From an optimization exercise on the open Yosys and OpenROAD flow, aimed at small area, a short achievable clock period and few clock cycles per item; shortcuts taken in it are not production practice. No functional check of the RTL was part of any run shown here. Power is estimated from default activity; no workload was simulated.

`constraint.sdc`:
```
create_clock -name core_clock -period 5.0 [get_ports {clk}]
set_input_delay 1.0000 -clock core_clock [delete_from_list [all_inputs] [get_ports {clk}]]
set_output_delay 1.0000 -clock core_clock [all_outputs]
set_load 0.01 [all_outputs]
```
`run.sh`:
```
#!/bin/bash
# synth_recipe.tcl (not shown) runs the flow's synth.tcl, then flattens the netlist and writes it again
# the make line also repeats each setting of config.mk as NAME=value (left out here)
make -C /OpenROAD-flow-scripts/flow DESIGN_CONFIG=/design/flow/config.mk WORK_HOME=/design/flow/orfs CLKGATE_MAP_FILE= SYNTH_SCRIPT=/design/flow/synth_recipe.tcl finish
```
`design.v`:
```
module multiplier_1(
    input clk,
    input res_n,
    input start,
    output reg done,
    input [15:0] arg1,
    input [15:0] arg2,
    output reg [31:0] product
    );
    reg [0:0] cnt;             
    reg [15:0] S, C;               
    reg ci;                        
    reg [15:0] L;                  
    wire busy = (cnt != 0);
    wire [7:0] x = busy ? arg2[15:8] : arg2[7:0];
    wire [15:0] as = busy ? S : 16'd0;
    wire [15:0] ac = busy ? C : 16'd0;
    wire aci = busy & ci;
    wire [15:0] pp0 = x[0] ? arg1 : 16'd0;
    wire [15:0] pp1 = x[1] ? arg1 : 16'd0;
    wire [15:0] pp2 = x[2] ? arg1 : 16'd0;
    wire [15:0] pp3 = x[3] ? arg1 : 16'd0;
    wire [15:0] pp4 = x[4] ? arg1 : 16'd0;
    wire [15:0] pp5 = x[5] ? arg1 : 16'd0;
    wire [15:0] pp6 = x[6] ? arg1 : 16'd0;
    wire [15:0] pp7 = x[7] ? arg1 : 16'd0;
    wire s1;
    wire c2;
    wire s3;
    wire c4;
    wire s5;
    wire c6;
    wire s7;
    wire c8;
    wire s9;
    wire c10;
    wire s11;
    wire c12;
    wire s13;
    wire c14;
    wire s15;
    wire c16;
    wire s17;
    wire c18;
    wire s19;
    wire c20;
    wire s21;
    wire c22;
    wire s23;
    wire c24;
    wire s25;
    wire c26;
    wire s27;
    wire c28;
    wire s29;
    wire c30;
    wire s31;
    wire c32;
    wire s33;
    wire c34;
    wire s35;
    wire c36;
    wire s37;
    wire c38;
    wire s39;
    wire c40;
    wire s41;
    wire c42;
    wire s43;
    wire c44;
    wire s45;
    wire c46;
    wire s47;
    wire c48;
    wire s49;
    wire c50;
    wire s51;
    wire c52;
    wire s53;
    wire c54;
    wire s55;
    wire c56;
    wire s57;
    wire c58;
    wire s59;
    wire c60;
    wire s61;
    wire c62;
    wire s63;
    wire c64;
    wire s65;
    wire c66;
    wire s67;
    wire c68;
    wire s69;
    wire c70;
    wire s71;
    wire c72;
    wire s73;
    wire c74;
    wire s75;
    wire c76;
    wire s77;
    wire c78;
    wire s79;
    wire c80;
    wire s81;
    wire c82;
    wire s83;
    wire c84;
    wire s85;
    wire c86;
    wire s87;
    wire c88;
    wire s89;
    wire c90;
    wire s91;
    wire c92;
    wire s93;
    wire c94;
    wire s95;
    wire c96;
    wire s97;
    wire c98;
    wire s99;
    wire c100;
    wire s101;
    wire c102;
    wire s103;
    wire c104;
    wire s105;
    wire c106;
    wire s107;
    wire c108;
    wire s109;
    wire c110;
    wire s111;
    wire c112;
    wire s113;
    wire c114;
    wire s115;
    wire c116;
    wire s117;
    wire c118;
    wire s119;
    wire c120;
    wire s121;
    wire c122;
    wire s123;
    wire c124;
    wire s125;
    wire c126;
    wire s127;
    wire c128;
    wire s129;
    wire c130;
    wire s131;
    wire c132;
    wire s133;
    wire c134;
    wire s135;
    wire c136;
    wire s137;
    wire c138;
    wire s139;
    wire c140;
    wire s141;
    wire c142;
    wire s143;
    wire c144;
    wire s145;
    wire c146;
    wire s147;
    wire c148;
    wire s149;
    wire c150;
    wire s151;
    wire c152;
    wire s153;
    wire c154;
    wire s155;
    wire c156;
    wire s157;
    wire c158;
    wire s159;
    wire c160;
    wire s161;
    wire c162;
    wire s163;
    wire c164;
    wire s165;
    wire c166;
    wire s167;
    wire c168;
    wire s169;
    wire c170;
    wire s171;
    wire c172;
    wire s173;
    wire c174;
    wire s175;
    wire c176;
    wire s177;
    wire c178;
    wire s179;
    wire c180;
    wire s181;
    wire c182;
    wire s183;
    wire c184;
    wire s185;
    wire c186;
    wire s187;
    wire c188;
    wire s189;
    wire c190;
    wire s191;
    wire c192;
    wire s193;
    wire c194;
    wire s195;
    wire c196;
    wire s197;
    wire c198;
    wire s199;
    wire c200;
    wire s201;
    wire c202;
    wire s203;
    wire c204;
    wire s205;
    wire c206;
    wire s207;
    wire c208;
    wire s209;
    wire c210;
    wire s211;
    wire c212;
    wire s213;
    wire c214;
    wire s215;
    wire c216;
    wire s217;
    wire c218;
    wire s219;
    wire c220;
    wire s221;
    wire c222;
    wire s223;
    wire c224;
    wire s225;
    wire c226;
    wire s227;
    wire c228;
    wire s229;
    wire c230;
    wire s231;
    wire c232;
    wire s233;
    wire c234;
    wire s235;
    wire c236;
    wire s237;
    wire c238;
    wire s239;
    wire c240;
    wire s241;
    wire c242;
    wire s243;
    wire c244;
    wire s245;
    wire c246;
    wire s247;
    wire c248;
    wire s249;
    wire c250;
    wire s251;
    wire c252;
    wire s253;
    wire c254;
    wire s255;
    wire c256;
    wire s257;
    wire c258;
    assign {c2, s1} = as[7] + ac[7];
    assign {c4, s3} = as[8] + ac[8] + pp0[8];
    assign {c6, s5} = as[9] + ac[9] + pp0[9];
    assign {c8, s7} = as[10] + ac[10] + pp0[10];
    assign {c10, s9} = as[11] + ac[11] + pp0[11];
    assign {c12, s11} = as[12] + ac[12] + pp0[12];
    assign {c14, s13} = as[13] + ac[13] + pp0[13];
    assign {c16, s15} = as[14] + ac[14] + pp0[14];
    assign {c18, s17} = as[15] + ac[15] + pp0[15];
    assign {c20, s19} = as[4] + ac[4];
    assign {c22, s21} = as[5] + ac[5] + pp0[5];
    assign {c24, s23} = pp1[4] + pp2[3];
    assign {c26, s25} = as[6] + ac[6] + pp0[6];
    assign {c28, s27} = pp1[5] + pp2[4] + pp3[3];
    assign {c30, s29} = pp4[2] + pp5[1];
    assign {c32, s31} = s1 + pp0[7] + pp1[6];
    assign {c34, s33} = pp2[5] + pp3[4] + pp4[3];
    assign {c36, s35} = pp5[2] + pp6[1] + pp7[0];
    assign {c38, s37} = s3 + pp1[7] + pp2[6];
    assign {c40, s39} = pp3[5] + pp4[4] + pp5[3];
    assign {c42, s41} = pp6[2] + pp7[1] + c2;
    assign {c44, s43} = s5 + pp1[8] + pp2[7];
    assign {c46, s45} = pp3[6] + pp4[5] + pp5[4];
    assign {c48, s47} = pp6[3] + pp7[2] + c4;
    assign {c50, s49} = s7 + pp1[9] + pp2[8];
    assign {c52, s51} = pp3[7] + pp4[6] + pp5[5];
    assign {c54, s53} = pp6[4] + pp7[3] + c6;
    assign {c56, s55} = s9 + pp1[10] + pp2[9];
    assign {c58, s57} = pp3[8] + pp4[7] + pp5[6];
    assign {c60, s59} = pp6[5] + pp7[4] + c8;
    assign {c62, s61} = s11 + pp1[11] + pp2[10];
    assign {c64, s63} = pp3[9] + pp4[8] + pp5[7];
    assign {c66, s65} = pp6[6] + pp7[5] + c10;
    assign {c68, s67} = s13 + pp1[12] + pp2[11];
    assign {c70, s69} = pp3[10] + pp4[9] + pp5[8];
    assign {c72, s71} = pp6[7] + pp7[6] + c12;
    assign {c74, s73} = s15 + pp1[13] + pp2[12];
    assign {c76, s75} = pp3[11] + pp4[10] + pp5[9];
    assign {c78, s77} = pp6[8] + pp7[7] + c14;
    assign {c80, s79} = s17 + pp1[14] + pp2[13];
    assign {c82, s81} = pp3[12] + pp4[11] + pp5[10];
    assign {c84, s83} = pp6[9] + pp7[8] + c16;
    assign {c86, s85} = pp1[15] + pp2[14] + pp3[13];
    assign {c88, s87} = pp4[12] + pp5[11] + pp6[10];
    assign {c90, s89} = pp7[9] + c18;
    assign {c92, s91} = pp2[15] + pp3[14] + pp4[13];
    assign {c94, s93} = pp5[12] + pp6[11];
    assign {c96, s95} = pp3[15] + pp4[14];
    assign {c98, s97} = as[2] + ac[2];
    assign {c100, s99} = as[3] + ac[3] + pp0[3];
    assign {c102, s101} = pp1[2] + pp2[1];
    assign {c104, s103} = s19 + pp0[4] + pp1[3];
    assign {c106, s105} = pp2[2] + pp3[1] + pp4[0];
    assign {c108, s107} = s21 + s23 + pp3[2];
    assign {c110, s109} = pp4[1] + pp5[0] + c20;
    assign {c112, s111} = s25 + s27 + s29;
    assign {c114, s113} = pp6[0] + c22 + c24;
    assign {c116, s115} = s31 + s33 + s35;
    assign {c118, s117} = c26 + c28 + c30;
    assign {c120, s119} = s37 + s39 + s41;
    assign {c122, s121} = c32 + c34 + c36;
    assign {c124, s123} = s43 + s45 + s47;
    assign {c126, s125} = c38 + c40 + c42;
    assign {c128, s127} = s49 + s51 + s53;
    assign {c130, s129} = c44 + c46 + c48;
    assign {c132, s131} = s55 + s57 + s59;
    assign {c134, s133} = c50 + c52 + c54;
    assign {c136, s135} = s61 + s63 + s65;
    assign {c138, s137} = c56 + c58 + c60;
    assign {c140, s139} = s67 + s69 + s71;
    assign {c142, s141} = c62 + c64 + c66;
    assign {c144, s143} = s73 + s75 + s77;
    assign {c146, s145} = c68 + c70 + c72;
    assign {c148, s147} = s79 + s81 + s83;
    assign {c150, s149} = c74 + c76 + c78;
    assign {c152, s151} = s85 + s87 + s89;
    assign {c154, s153} = c80 + c82 + c84;
    assign {c156, s155} = s91 + s93 + pp7[10];
    assign {c158, s157} = c86 + c88 + c90;
    assign {c160, s159} = s95 + pp5[13] + pp6[12];
    assign {c162, s161} = pp7[11] + c92 + c94;
    assign {c164, s163} = pp4[15] + pp5[14] + pp6[13];
    assign {c166, s165} = pp7[12] + c96;
    assign {c168, s167} = pp5[15] + pp6[14];
    assign {c170, s169} = as[0] + ac[0];
    assign {c172, s171} = as[1] + ac[1] + pp0[1];
    assign {c174, s173} = s97 + pp0[2] + pp1[1];
    assign {c176, s175} = s99 + s101 + pp3[0];
    assign {c178, s177} = s103 + s105 + c100;
    assign {c180, s179} = s107 + s109 + c104;
    assign {c182, s181} = s111 + s113 + c108;
    assign {c184, s183} = s115 + s117 + c112;
    assign {c186, s185} = s119 + s121 + c116;
    assign {c188, s187} = s123 + s125 + c120;
    assign {c190, s189} = s127 + s129 + c124;
    assign {c192, s191} = s131 + s133 + c128;
    assign {c194, s193} = s135 + s137 + c132;
    assign {c196, s195} = s139 + s141 + c136;
    assign {c198, s197} = s143 + s145 + c140;
    assign {c200, s199} = s147 + s149 + c144;
    assign {c202, s201} = s151 + s153 + c148;
    assign {c204, s203} = s155 + s157 + c152;
    assign {c206, s205} = s159 + s161 + c156;
    assign {c208, s207} = s163 + s165 + c160;
    assign {c210, s209} = s167 + pp7[13] + c164;
    assign {c212, s211} = pp6[15] + pp7[14];
    assign {c214, s213} = s169 + aci;
    assign {c216, s215} = s171 + pp1[0] + c170;
    assign {c218, s217} = s173 + pp2[0] + c172;
    assign {c220, s219} = s175 + c98 + c174;
    assign {c222, s221} = s177 + c102 + c176;
    assign {c224, s223} = s179 + c106 + c178;
    assign {c226, s225} = s181 + c110 + c180;
    assign {c228, s227} = s183 + c114 + c182;
    assign {c230, s229} = s185 + c118 + c184;
    assign {c232, s231} = s187 + c122 + c186;
    assign {c234, s233} = s189 + c126 + c188;
    assign {c236, s235} = s191 + c130 + c190;
    assign {c238, s237} = s193 + c134 + c192;
    assign {c240, s239} = s195 + c138 + c194;
    assign {c242, s241} = s197 + c142 + c196;
    assign {c244, s243} = s199 + c146 + c198;
    assign {c246, s245} = s201 + c150 + c200;
    assign {c248, s247} = s203 + c154 + c202;
    assign {c250, s249} = s205 + c158 + c204;
    assign {c252, s251} = s207 + c162 + c206;
    assign {c254, s253} = s209 + c166 + c208;
    assign {c256, s255} = s211 + c168 + c210;
    assign {c258, s257} = pp7[15] + c212;
    wire [23:0] ra = {c258, s257, s255, s253, s251, s249, s247, s245, s243, s241, s239, s237, s235, s233, s231, s229, s227, s225, s223, s221, s219, s217, s215, s213};
    wire [23:0] rb = {1'b0, c256, c254, c252, c250, c248, c246, c244, c242, c240, c238, c236, c234, c232, c230, c228, c226, c224, c222, c220, c218, c216, c214, pp0[0]};
    wire [8:0] lo = ra[7:0] + rb[7:0];
    always @(*) product = {S + C + {15'd0, ci}, L};
    always @(posedge clk) begin
        if (!res_n) begin
            done <= 1'b0;
            cnt <= 0;
        end else if (!done && (busy || start)) begin
            cnt <= (cnt == 1) ? 0 : cnt + 1'b1;
            if (cnt == 1) done <= 1'b1;
        end
        if (!done) begin
            S <= ra[23:8];
            C <= rb[23:8];
            ci <= lo[8];
            L <= {lo[7:0], L[15:8]};
        end
    end
endmodule
```
`config.mk`:
```
export PLATFORM = sky130hd
export DESIGN_NAME = multiplier_1
export DESIGN_NICKNAME = multiplier_1
export VERILOG_FILES = /design/flow/design.v
export SDC_FILE = /design/flow/constraint.sdc
export NUM_CORES = 4
export LEC_CHECK = 0
export CAP_MARGIN = 20
export CORE_MARGIN = 2
export CORE_UTILIZATION = 40
export PLACE_DENSITY = 0.6
export SLEW_MARGIN = 20
```
==> results of run 1 <==
[state kept, by name, summed over array words and instances, names as in the netlist]
| name | cells |
|---|---|
| S | 16 |
| ci | 1 |
| C | 15 |
| L | 16 |
| cnt | 1 |
| done | 1 |
[area by class of cell]
cell class              count  area [sq um]
fillers                  1519          8150
clock inverters             3          28.8
multi-input cells         431          4470
well taps                 216           270
inverters                 154           578
clock buffers               5           125
repair buffers             95           893
flip-flops and latches     50          1480
[critical path, delay by kind of cell]
| family | cells | cell delay, ns |
|---|---|---|
| AO/OA/AOI/OAI | 1 | 0.17 |
| XOR/XNOR | 1 | 0.08 |
| adder cells (fa/ha/maj) | 5 | 2.21 |
| buffers and inverters | 3 | 0.51 |
| multiplexers | 1 | 0.33 |
| AND/OR/NAND/NOR | 2 | 0.58 |
[power by group through the flow]
stage | Sequential [W] | Clock [W] | Combinational, W
finish | 0.000874 | 0.000365 | 0.00274
global route | 0.000896 | 0.000392 | 0.00309
CTS | 0.000876 | 0.000374 | 0.00277
detailed placement | 0.000884 | 0 | 0.00276
global placement | 0.000881 | 0 | 0.00269
floorplan | 0.000870 | 0 | 0.00168
[cells in the final DEF (no fill, tap or decap), drive strengths merged, types with 2 or more instances in the layout]
cell	Yosys	routed
xnor2	10	10
clkinv	0	2
clkdlybuf4s50	0	67
and4	2	2
nor2	8	8
nand3	2	2
and2b	3	3
a31oi	4	4
xor2	7	7
a21oi	17	17
edfxtp	48	48
inv	154	155
o21ai	12	12
and2	97	97
o21a	4	4
buf	6	28
nand2	58	58
mux2	7	7
fa	116	116
clkbuf	7	5
a211oi	3	3
mux2i	3	3
ha	38	38
a21o	5	5
dfxtp	2	2
a21boi	2	2
nand2b	5	5
nor2b	13	13
[through the flow]
| stage | hold WS (ns) | instances | TNS, ns | area, sq um |
|---|---|---|---|---|
| floorplan | 0.499 | 648 | 0 | 6590 |
| global placement | 0.427 | 945 | -0.0705 | 7670 |
| detailed placement | 0.432 | 945 | -0.237 | 7670 |
| CTS | 0.451 | 953 | 0 | 7830 |
| global route | 0.457 | 954 | 0 | 7850 |
| finish | 0.448 | 954 | 0 | 7850 |
[layer usage]
| metal | track usage (%) | up-vias | routed length (um) |
|---|---|---|---|
| met5 | 0 | - | 0 |
| li1 | - | 2149 | - |
| met1 | 27.8 | 2250 | 7300 |
| met4 | 4.96 | 0 | 299 |
| met3 | 4.34 | 16 | 1060 |
| met2 | 30.4 | 151 | 7150 |
[path summary, 6_finish.rpt]
check | start | endpoint | slack, ns | cells past startpoint
worst max-delay path | arg2[0] | L[15] | 0.17 | 13
worst min-delay path | L[11] | L[3] | 0.45 | 0
worst max register to register | cnt | L[15] | 0.61 | 14
worst min register to register | L[11] | L[3] | 0.45 | 0
[logic make-up (layout without fill, tap and decap cells)]
group / count (synthesis) / count (layout) / synth area share (%)
XOR/XNOR: 17 / 17 / 2.26
AND/OR/NAND/NOR: 195 / 195 / 16.2
AO/OA/AOI/OAI: 55 / 55 / 5.34
multiplexers: 10 / 10 / 1.65
flip-flops: 50 / 50 / 22.5
adder cells (fa/ha/maj): 154 / 154 / 42.5
buffers and inverters: 167 / 257 / 9.61
==> impl_metrics.prom, run 1 <==
# TYPE chip_impl_metric gauge
chip_impl_info{name="outcome",value="complete, no violations"} 1
chip_impl_info{name="grt_setup_unrepaired",value="no"} 1
chip_impl_metric{name="place_worst_setup_slack",unit="ns"} -0.170
chip_impl_metric{name="clock_transition_at_the_registers_of_the_reported_paths",unit="ns"} 0.08
chip_impl_metric{name="power.clock.fraction",unit="%"} 9.2
chip_impl_metric{name="synthToLayoutAreaGrowth",unit="%"} 19.2
chip_impl_metric{name="global_route.usage.total",unit="%"} 19.5
chip_impl_metric{name="hold_buffers",unit=""} 0
chip_impl_metric{name="pnr_worst_setup_slack",unit="ns"} 0.173
chip_impl_metric{name="avgSynthCellArea",unit="sq um"} 10.2
chip_impl_metric{name="cts_max_path_buffers",unit=""} 2
chip_impl_metric{name="postRouteWirelength",unit="um"} 15800
chip_impl_metric{name="total_switching_power",unit="W"} 0.00169
chip_impl_metric{name="worst_pin_slew",unit="ns"} 0.456
chip_impl_metric{name="final_layout_net_count",unit=""} 926
chip_impl_metric{name="placement_rows",unit=""} 46
chip_impl_metric{name="pin_count_of_the_biggest_net_entering_global_routing",unit=""} 49
chip_impl_metric{name="grt_antenna_before_repair",unit=""} 0
chip_impl_metric{name="number_of_global_route_vias_before_repair",unit=""} 4911
chip_impl_info{name="crit_type",value="input pin to flop"} 1
chip_impl_info{name="setup.worst_path.end_class",value="flop"} 1
chip_impl_metric{name="finalMaxSlewViolations",unit=""} 0
chip_impl_metric{name="die_h",unit="um"} 132
chip_impl_metric{name="first_iter_violations",unit=""} 279
chip_impl_metric{name="drc",unit=""} 0
chip_impl_metric{name="fp.coreArea",unit="sq um"} 16000
chip_impl_metric{name="grt-ovfl-total",unit=""} 0
chip_impl_metric{name="finalCriticalPeriod",unit="ns"} 4.83
chip_impl_metric{name="slew_headroom",unit="%"} 69.5
chip_impl_metric{name="grt_first_pass_wirelength",unit="um"} 26500
chip_impl_metric{name="antenna_left",unit=""} 0
chip_impl_metric{name="setup_viol",unit=""} 0
chip_impl_metric{name="clock_latency",unit="ns"} 0.31
chip_impl_metric{name="combPwrFrac",unit="%"} 68.9
chip_impl_metric{name="dp_hpwl",unit="um"} 13000
chip_impl_metric{name="timing.clock.skew",unit="ns"} 0.0118
chip_impl_metric{name="route.detailed.wl_per_inst",unit="um"} 16.6
chip_impl_metric{name="viasPerCell",unit=""} 4.79
chip_impl_metric{name="synthesis.yosys.warnings",unit=""} 1
chip_impl_metric{name="post_route_cells_drive_above_1_share",unit="%"} 6.64
chip_impl_metric{name="netlist_instances",unit=""} 648
chip_impl_metric{name="number_of_iterations_in_the_first_detailed_routing_pass",unit=""} 4
chip_impl_metric{name="worst_ep_arrival_time",unit="ns"} 4.90
chip_impl_info{name="cp-start-kind",value="input pin"} 1
chip_impl_metric{name="via_count",unit=""} 4566
chip_impl_metric{name="cp_data_required_time",unit="ns"} 5.07
chip_impl_metric{name="achievable-frequency",unit="MHz"} 207
chip_impl_metric{name="htreeDepth",unit=""} 2
chip_impl_metric{name="power.density_cell_area",unit="nW/um^2"} 507
chip_impl_metric{name="synth.cell_area",unit="sq um"} 6590
chip_impl_info{name="ys.flop_type",value="sky130_fd_sc_hd__edfxtp_1"} 1
chip_impl_metric{name="p_total",unit="W"} 0.00398
chip_impl_metric{name="place.gp.congestion",unit=""} 0.865
chip_impl_metric{name="post-cts-setup-buffers",unit=""} 0
chip_impl_metric{name="cp_max_fo",unit=""} 8
chip_impl_metric{name="mappedNetlistNets",unit=""} 837
chip_impl_metric{name="start_util",unit="%"} 41.2
chip_impl_metric{name="cts_repair_resize_count",unit=""} 0
chip_impl_info{name="synth_commonest_cells",value="sky130_fd_sc_hd__inv_1, sky130_fd_sc_hd__fa_1, sky130_fd_sc_hd__and2_1"} 1
chip_impl_info{name="tritoncts",value="done"} 1
chip_impl_metric{name="power.share.sequential",unit="%"} 22.0
chip_impl_metric{name="fp.dieArea",unit="sq um"} 17500
chip_impl_metric{name="cp_slowest_stage_delay",unit="ns"} 0.57
chip_impl_info{name="yosys.area.top_type",value="sky130_fd_sc_hd__fa_1"} 1
chip_impl_metric{name="port-buffer-count",unit=""} 67
chip_impl_metric{name="p_leak",unit="nW"} 3.69
chip_impl_info{name="crit_chain",value="clkdlybuf4s50_1 > mux2_2 > and2_1 > fa_1 > inv_1 > fa_1 > fa_1 > fa_1 > inv_1 > ha_1 > or3_1 > o22ai_1 > xnor2_1"} 1
chip_impl_metric{name="die_w",unit="um"} 132
chip_impl_info{name="most_common_cell_in_the_synthesized_netlist",value="sky130_fd_sc_hd__inv_1"} 1
chip_impl_metric{name="antenna_cells",unit=""} 0
chip_impl_metric{name="clock-sinks",unit=""} 50
chip_impl_metric{name="finalCritPeriodShare",unit="%"} 96.5
chip_impl_metric{name="number_of_flops_mapped_to_enable_cells_by_yosys",unit=""} 48
chip_impl_metric{name="netlist.area_leader.share",unit="%"} 35.3
chip_impl_metric{name="intPower",unit="W"} 0.00229
chip_impl_metric{name="finalCoreUtilization",unit="%"} 49.0
chip_impl_info{name="clock-root-buffer",value="sky130_fd_sc_hd__clkbuf_16"} 1
chip_impl_metric{name="synth.lib_cells_used.distinct",unit=""} 46
chip_impl_metric{name="cts-buffers-inserted",unit=""} 5
chip_impl_metric{name="asyncSetResetFlopFracSynth",unit="%"} 0
chip_impl_metric{name="synth.yosys.seq_area_share",unit="%"} 22.5
chip_impl_metric{name="hold_violations",unit=""} 0
chip_impl_info{name="worst_path_most_repeated_cell",value="sky130_fd_sc_hd__fa_1"} 1
chip_impl_metric{name="power.switching_fraction",unit="%"} 42.4
chip_impl_metric{name="ir_worst_vdd",unit="mV"} 0.315
chip_impl_metric{name="timing.max_cap.violations",unit=""} 0
chip_impl_info{name="slowest_stage",value="sky130_fd_sc_hd__fa_1"} 1
chip_impl_info{name="holdCritPathClass",value="flop to flop"} 1
chip_impl_metric{name="postSynthRegisterBits",unit=""} 50
chip_impl_metric{name="pin_count",unit=""} 68
chip_impl_info{name="top_cells_by_area_synth",value="sky130_fd_sc_hd__fa_1, sky130_fd_sc_hd__edfxtp_1, sky130_fd_sc_hd__and2_1"} 1
==> run 2, diff against run 1 <==
--- a/design.v
+++ b/design.v
@@ -8,14 +8,15 @@
     output reg [31:0] product
     );
     reg [0:0] cnt;             
+    reg busy;                      
     reg [15:0] S, C;               
-    reg ci;                        
-    reg [15:0] L;                  
-    wire busy = (cnt != 0);
+    reg [7:0] LS, LC;              
+    reg [7:0] L;                  
     wire [7:0] x = busy ? arg2[15:8] : arg2[7:0];
+    wire [8:0] lo = LS + LC;         
     wire [15:0] as = busy ? S : 16'd0;
     wire [15:0] ac = busy ? C : 16'd0;
-    wire aci = busy & ci;
+    wire aci = busy & lo[8];
     wire [15:0] pp0 = x[0] ? arg1 : 16'd0;
     wire [15:0] pp1 = x[1] ? arg1 : 16'd0;
     wire [15:0] pp2 = x[2] ? arg1 : 16'd0;
@@ -413,21 +414,23 @@
     assign {c258, s257} = pp7[15] + c212;
     wire [23:0] ra = {c258, s257, s255, s253, s251, s249, s247, s245, s243, s241, s239, s237, s235, s233, s231, s229, s227, s225, s223, s221, s219, s217, s215, s213};
     wire [23:0] rb = {1'b0, c256, c254, c252, c250, c248, c246, c244, c242, c240, c238, c236, c234, c232, c230, c228, c226, c224, c222, c220, c218, c216, c214, pp0[0]};
-    wire [8:0] lo = ra[7:0] + rb[7:0];
-    always @(*) product = {S + C + {15'd0, ci}, L};
+    always @(*) product = {{S, LS} + {C, LC}, L};
     always @(posedge clk) begin
         if (!res_n) begin
             done <= 1'b0;
+            busy <= 1'b0;
             cnt <= 0;
         end else if (!done && (busy || start)) begin
             cnt <= (cnt == 1) ? 0 : cnt + 1'b1;
+            busy <= (cnt != 1);
             if (cnt == 1) done <= 1'b1;
         end
         if (!done) begin
             S <= ra[23:8];
             C <= rb[23:8];
-            ci <= lo[8];
-            L <= {lo[7:0], L[15:8]};
+            LS <= ra[7:0];
+            LC <= rb[7:0];
+            L <= lo[7:0];
         end
     end
 endmodule
==> flow/run.sh (new file) <==
#!/bin/bash
# The standard layout, with every port buffered by a small buffer
# (sky130_fd_sc_hd__buf_1) instead of the default choice.
set -euo pipefail
bash standard.sh BUFFER_PORTS_ARGS="-buffer_cell sky130_fd_sc_hd__buf_1" > standard.log 2>&1
==> standard.sh (new file) <==
#!/bin/bash
# synth_recipe.tcl (not shown) runs the flow's synth.tcl, then flattens the netlist and writes it again
# the make line also repeats each setting of config.mk as NAME=value (left out here)
make -C /OpenROAD-flow-scripts/flow DESIGN_CONFIG=/design/flow/config.mk WORK_HOME=/design/flow/orfs CLKGATE_MAP_FILE= SYNTH_SCRIPT=/design/flow/synth_recipe.tcl "${@:-finish}"
--- a/config.mk
+++ b/config.mk
@@ -9,4 +9,5 @@
 export CORE_MARGIN = 2
 export CORE_UTILIZATION = 40
 export PLACE_DENSITY = 0.6
+export SETUP_SLACK_MARGIN = 0.8
 export SLEW_MARGIN = 20
removed: run.sh
==> run 2 against run 1 <==
Against the previous run:
- final cell count down 0.31%
- via count up 2.6%
- combinational power fell by 8.0%
- still clean on timing, DRC and antenna
- worst setup slack improved by 0.75 ns
- fmax up 19%
- first-iteration DRC count is 26% lower
- total power increased by 2.6%
- largest cell class unchanged
==> impl_metrics.prom, run 2 <==
# TYPE chip_impl_metric gauge
chip_impl_info{name="outcome",value="complete, no violations"} 1
chip_impl_metric{name="grt_util_met3",unit="%"} 3.57
chip_impl_metric{name="final_layout_net_count",unit=""} 915
chip_impl_metric{name="cp_max_fo",unit=""} 8
chip_impl_metric{name="postRouteWirelength",unit="um"} 16100
chip_impl_metric{name="grt_use_met2",unit="%"} 37.1
chip_impl_metric{name="route.detailed.wl_per_inst",unit="um"} 17.0
chip_impl_metric{name="hold_buffers",unit=""} 0
chip_impl_info{name="synth_commonest_cells",value="sky130_fd_sc_hd__inv_1, sky130_fd_sc_hd__fa_1, sky130_fd_sc_hd__and2_1"} 1
chip_impl_info{name="busiest_metal_layer_after_global_routing",value="met2"} 1
chip_impl_info{name="crit_type",value="input pin to flop"} 1
chip_impl_info{name="most_common_cell_in_the_synthesized_netlist",value="sky130_fd_sc_hd__inv_1"} 1
chip_impl_metric{name="antenna_left",unit=""} 0
chip_impl_metric{name="dp_hpwl",unit="um"} 12800
chip_impl_metric{name="grt_first_pass_wirelength",unit="um"} 26600
chip_impl_metric{name="power.density_cell_area",unit="nW/um^2"} 535
chip_impl_metric{name="timing.max_cap.violations",unit=""} 0
chip_impl_metric{name="global_route.usage.total",unit="%"} 19.3
chip_impl_metric{name="start_util",unit="%"} 40.9
chip_impl_metric{name="pnr_worst_setup_slack",unit="ns"} 0.927
chip_impl_metric{name="cts-buffers-inserted",unit=""} 9
chip_impl_metric{name="slew_headroom",unit="%"} 50.7
chip_impl_metric{name="combPwrFrac",unit="%"} 61.6
chip_impl_metric{name="synth.lib_cells_used.distinct",unit=""} 43
chip_impl_metric{name="avgSynthCellArea",unit="sq um"} 10.3
chip_impl_metric{name="power.switching_fraction",unit="%"} 45.3
chip_impl_metric{name="placement_rows",unit=""} 47
chip_impl_metric{name="synthToLayoutAreaGrowth",unit="%"} 12.0
chip_impl_metric{name="finalCriticalPeriod",unit="ns"} 4.07
chip_impl_metric{name="pin_count_of_the_biggest_net_entering_global_routing",unit=""} 56
chip_impl_metric{name="worstRegToRegCells",unit=""} 9
chip_impl_info{name="largest-register",value="S"} 1
chip_impl_info{name="top_cells_by_area_synth",value="sky130_fd_sc_hd__fa_1, sky130_fd_sc_hd__edfxtp_1, sky130_fd_sc_hd__and2_1"} 1
chip_impl_metric{name="synthesis.yosys.warnings",unit=""} 1
chip_impl_metric{name="port-buffer-count",unit=""} 67
chip_impl_metric{name="viasPerCell",unit=""} 4.92
chip_impl_metric{name="clock-sinks",unit=""} 57
chip_impl_info{name="final_cell_mix",value="sky130_fd_sc_hd__inv_1, sky130_fd_sc_hd__fa_1, sky130_fd_sc_hd__and2_1"} 1
chip_impl_metric{name="drc",unit=""} 0
chip_impl_metric{name="achievable-frequency",unit="MHz"} 246
chip_impl_metric{name="finalCritPeriodShare",unit="%"} 81.5
chip_impl_metric{name="grt-ovfl-total",unit=""} 0
chip_impl_metric{name="grt_antenna_before_repair",unit=""} 0
chip_impl_metric{name="worst_pin_slew",unit="ns"} 0.740
chip_impl_info{name="critical_path.startpoint",value="arg1[10]"} 1
chip_impl_info{name="yosys.area.top_type",value="sky130_fd_sc_hd__fa_1"} 1
chip_impl_info{name="reg.largest.list",value="S x16, C x15"} 1
chip_impl_metric{name="htreeDepth",unit=""} 3
chip_impl_metric{name="clock_latency",unit="ns"} 0.34
chip_impl_info{name="timing.critical_path.to",value="S[2]"} 1
chip_impl_metric{name="p_leak",unit="nW"} 3.51
chip_impl_metric{name="pin_count",unit=""} 68
chip_impl_info{name="clock-root-buffer",value="sky130_fd_sc_hd__clkbuf_16"} 1
chip_impl_metric{name="place_worst_setup_slack",unit="ns"} 0.492
chip_impl_metric{name="netlist.area_leader.share",unit="%"} 33.5
chip_impl_metric{name="groute.layer.met1.usage",unit="%"} 21.6
chip_impl_info{name="grt_setup_unrepaired",value="no"} 1
chip_impl_info{name="reg2reg_to",value="LS[7]"} 1
chip_impl_metric{name="power.clock.fraction",unit="%"} 15.0
chip_impl_metric{name="largest_register_ffs",unit=""} 16
chip_impl_metric{name="asyncSetResetFlopFracSynth",unit="%"} 0
chip_impl_metric{name="postSynthRegisterBits",unit=""} 57
chip_impl_metric{name="intPower",unit="W"} 0.00223
chip_impl_metric{name="synth.yosys.seq_area_share",unit="%"} 24.8
chip_impl_metric{name="synth.cell_area",unit="sq um"} 6810
chip_impl_metric{name="hold_violations",unit=""} 0
chip_impl_metric{name="first_iter_violations",unit=""} 206
chip_impl_info{name="holdCritPathClass",value="flop to flop"} 1
chip_impl_metric{name="cts_max_path_buffers",unit=""} 2
chip_impl_metric{name="clock_transition_at_the_registers_of_the_reported_paths",unit="ns"} 0.06
chip_impl_metric{name="fp.dieArea",unit="sq um"} 18100
chip_impl_metric{name="post_route_cells_drive_above_1_share",unit="%"} 4.92
chip_impl_info{name="most_common_cell_after_layout_fill_and_taps_aside",value="sky130_fd_sc_hd__inv_1"} 1
chip_impl_metric{name="fp.coreArea",unit="sq um"} 16600
chip_impl_metric{name="die_w",unit="um"} 135
chip_impl_info{name="tritoncts",value="done"} 1
chip_impl_metric{name="place.gp.congestion",unit=""} 0.858
chip_impl_metric{name="timing.clock.skew",unit="ns"} 0.00733
chip_impl_metric{name="total_switching_power",unit="W"} 0.00185
chip_impl_metric{name="whs",unit="ns"} 0.559
chip_impl_metric{name="number_of_global_route_vias_before_repair",unit=""} 5223
chip_impl_info{name="setup.worst_path.end_class",value="flop"} 1
chip_impl_metric{name="power.share.sequential",unit="%"} 23.4
chip_impl_metric{name="setup_viol",unit=""} 0
chip_impl_metric{name="mappedNetlistNets",unit=""} 848
chip_impl_metric{name="cp_data_required_time",unit="ns"} 5.08
chip_impl_info{name="cp-start-kind",value="input pin"} 1
chip_impl_metric{name="antenna_cells",unit=""} 0
chip_impl_metric{name="die_h",unit="um"} 135
chip_impl_metric{name="reg2reg_setup_slack",unit="ns"} 0.99
chip_impl_metric{name="finalMaxSlewViolations",unit=""} 0
chip_impl_metric{name="netlist_instances",unit=""} 660
chip_impl_metric{name="number_of_flops_mapped_to_enable_cells_by_yosys",unit=""} 55
chip_impl_metric{name="setup_tns",unit="ns"} 0
chip_impl_metric{name="via_count",unit=""} 4683
chip_impl_info{name="ys.flop_type",value="sky130_fd_sc_hd__edfxtp_1"} 1
chip_impl_metric{name="number_of_iterations_in_the_first_detailed_routing_pass",unit=""} 4
chip_impl_info{name="r2r-start",value="busy"} 1
chip_impl_metric{name="worst_ep_arrival_time",unit="ns"} 4.15
chip_impl_metric{name="ir_worst_vdd",unit="mV"} 0.284
run 2: how the worst min path moves through the flow:
stage | startpoint | end | depth (start not counted)
2_1_floorplan | done | busy | 2
3_3_place_gp | done | busy | 2
3_5_place_dp | done | busy | 2
4_1_cts | done | busy | 2
5_1_grt | LC[0] | L[0] | 1
6_report | done | busy | 2
run 2: area by class of cell:
type	instances	area, sq um
Clock inverter	6	60.1
Multi-Input combinational cell	456	4580
Clock buffer	9	225
Timing Repair Buffer	73	309
Tap cell	220	275
Inverter	130	488
Fill cell	1604	9010
Sequential cell	57	1690
run 2: critical path, stage by stage:
cell	delay [ns]
sky130_fd_sc_hd__buf_1	0.38
sky130_fd_sc_hd__nor2b_1	0.23
sky130_fd_sc_hd__fa_1	0.45
sky130_fd_sc_hd__fa_1	0.52
sky130_fd_sc_hd__inv_1	0.06
sky130_fd_sc_hd__fa_1	0.53
sky130_fd_sc_hd__inv_1	0.05
sky130_fd_sc_hd__fa_1	0.46
sky130_fd_sc_hd__fa_1	0.47
run 2: stage by stage:
stage | util (%) | power, W | instance area, sq um | std cells
final | 45.8 | 0.00408 | 7630 | 951
after CTS | 45.7 | 0.00415 | 7610 | 950
after global placement | 44.0 | 0.00344 | 7320 | 935
after global routing | 45.8 | 0.00452 | 7630 | 951
after detailed placement | 44.0 | 0.00352 | 7320 | 935
after floorplan | - | 0.00274 | 6840 | 660
run 2: what timing repair did:
action / CTS / global route
hold endpoints to repair: 0 / 0
resized for setup: 0 / 0
setup buffers: 0 / 1
endpoints found under the setup margin: 0 / 1
run 2: kinds of logic after synthesis:
kind of cell | after synthesis | synth area share (%)
simple gates | 212 | 16.4
flops | 57 | 24.8
buf+inv | 147 | 8.12
mux | 8 | 1.30
fa+ha+maj | 153 | 40.7
xor+xnor | 20 | 2.57
compound gates | 63 | 6.08
run 2: per-layer routing:
metal,share of wire (%),vias to the layer above,wire length (um)
li1,-,2190,-
met1,39,2383,6330
met2,55,84,8950
met3,3.2,26,517
met4,2.1,0,343
met5,0,-,0
run 2: power by group through the flow:
stage          logic (W)  clock network (W)  registers, W
2_1_floorplan    0.00181                  0      0.000932
3_3_place_gp     0.00247                  0      0.000966
3_5_place_dp     0.00255                  0      0.000973
4_1_cts          0.00256           0.000624      0.000964
5_1_grt          0.00290           0.000644      0.000978
6_report         0.00252           0.000614      0.000954

## afterwards: timing with drivers on the ports
How much do the figures lean on ideal ports? The routed layouts below were timed once more, with nothing changed but the port constraints. Step 1 assumes that a clkbuf_16 drives the clock port and a buf_2 every other input. Step 2 adds t to the input delays and takes it off the output delays; t is the mean of the earliest and latest rising clock arrival at the registers after step 1. Input paths then give back, and output paths get back, about the clock's delay inside the block. a / b / c = ideal ports / drivers / drivers and shift; a / b = the first two.
run	t (ns)	setup WS [ns]	clock arrival spread, ns	worst register clock-pin slew, ns	pins driven straight from the clock port
run 1	0.343	0.173 / 0.180 / -0.163	0.013 / 0.012	0.08 / 0.08	1
run 2	0.375	0.927 / 0.939 / 0.564	0.008 / 0.008	0.06 / 0.06	1
With both steps, setup timing fails in run 1, where it was met with ideal ports. For run 2, which loses most, drivers alone change the setup slack by +0.012 ns; drivers and shift together by -0.363 ns.
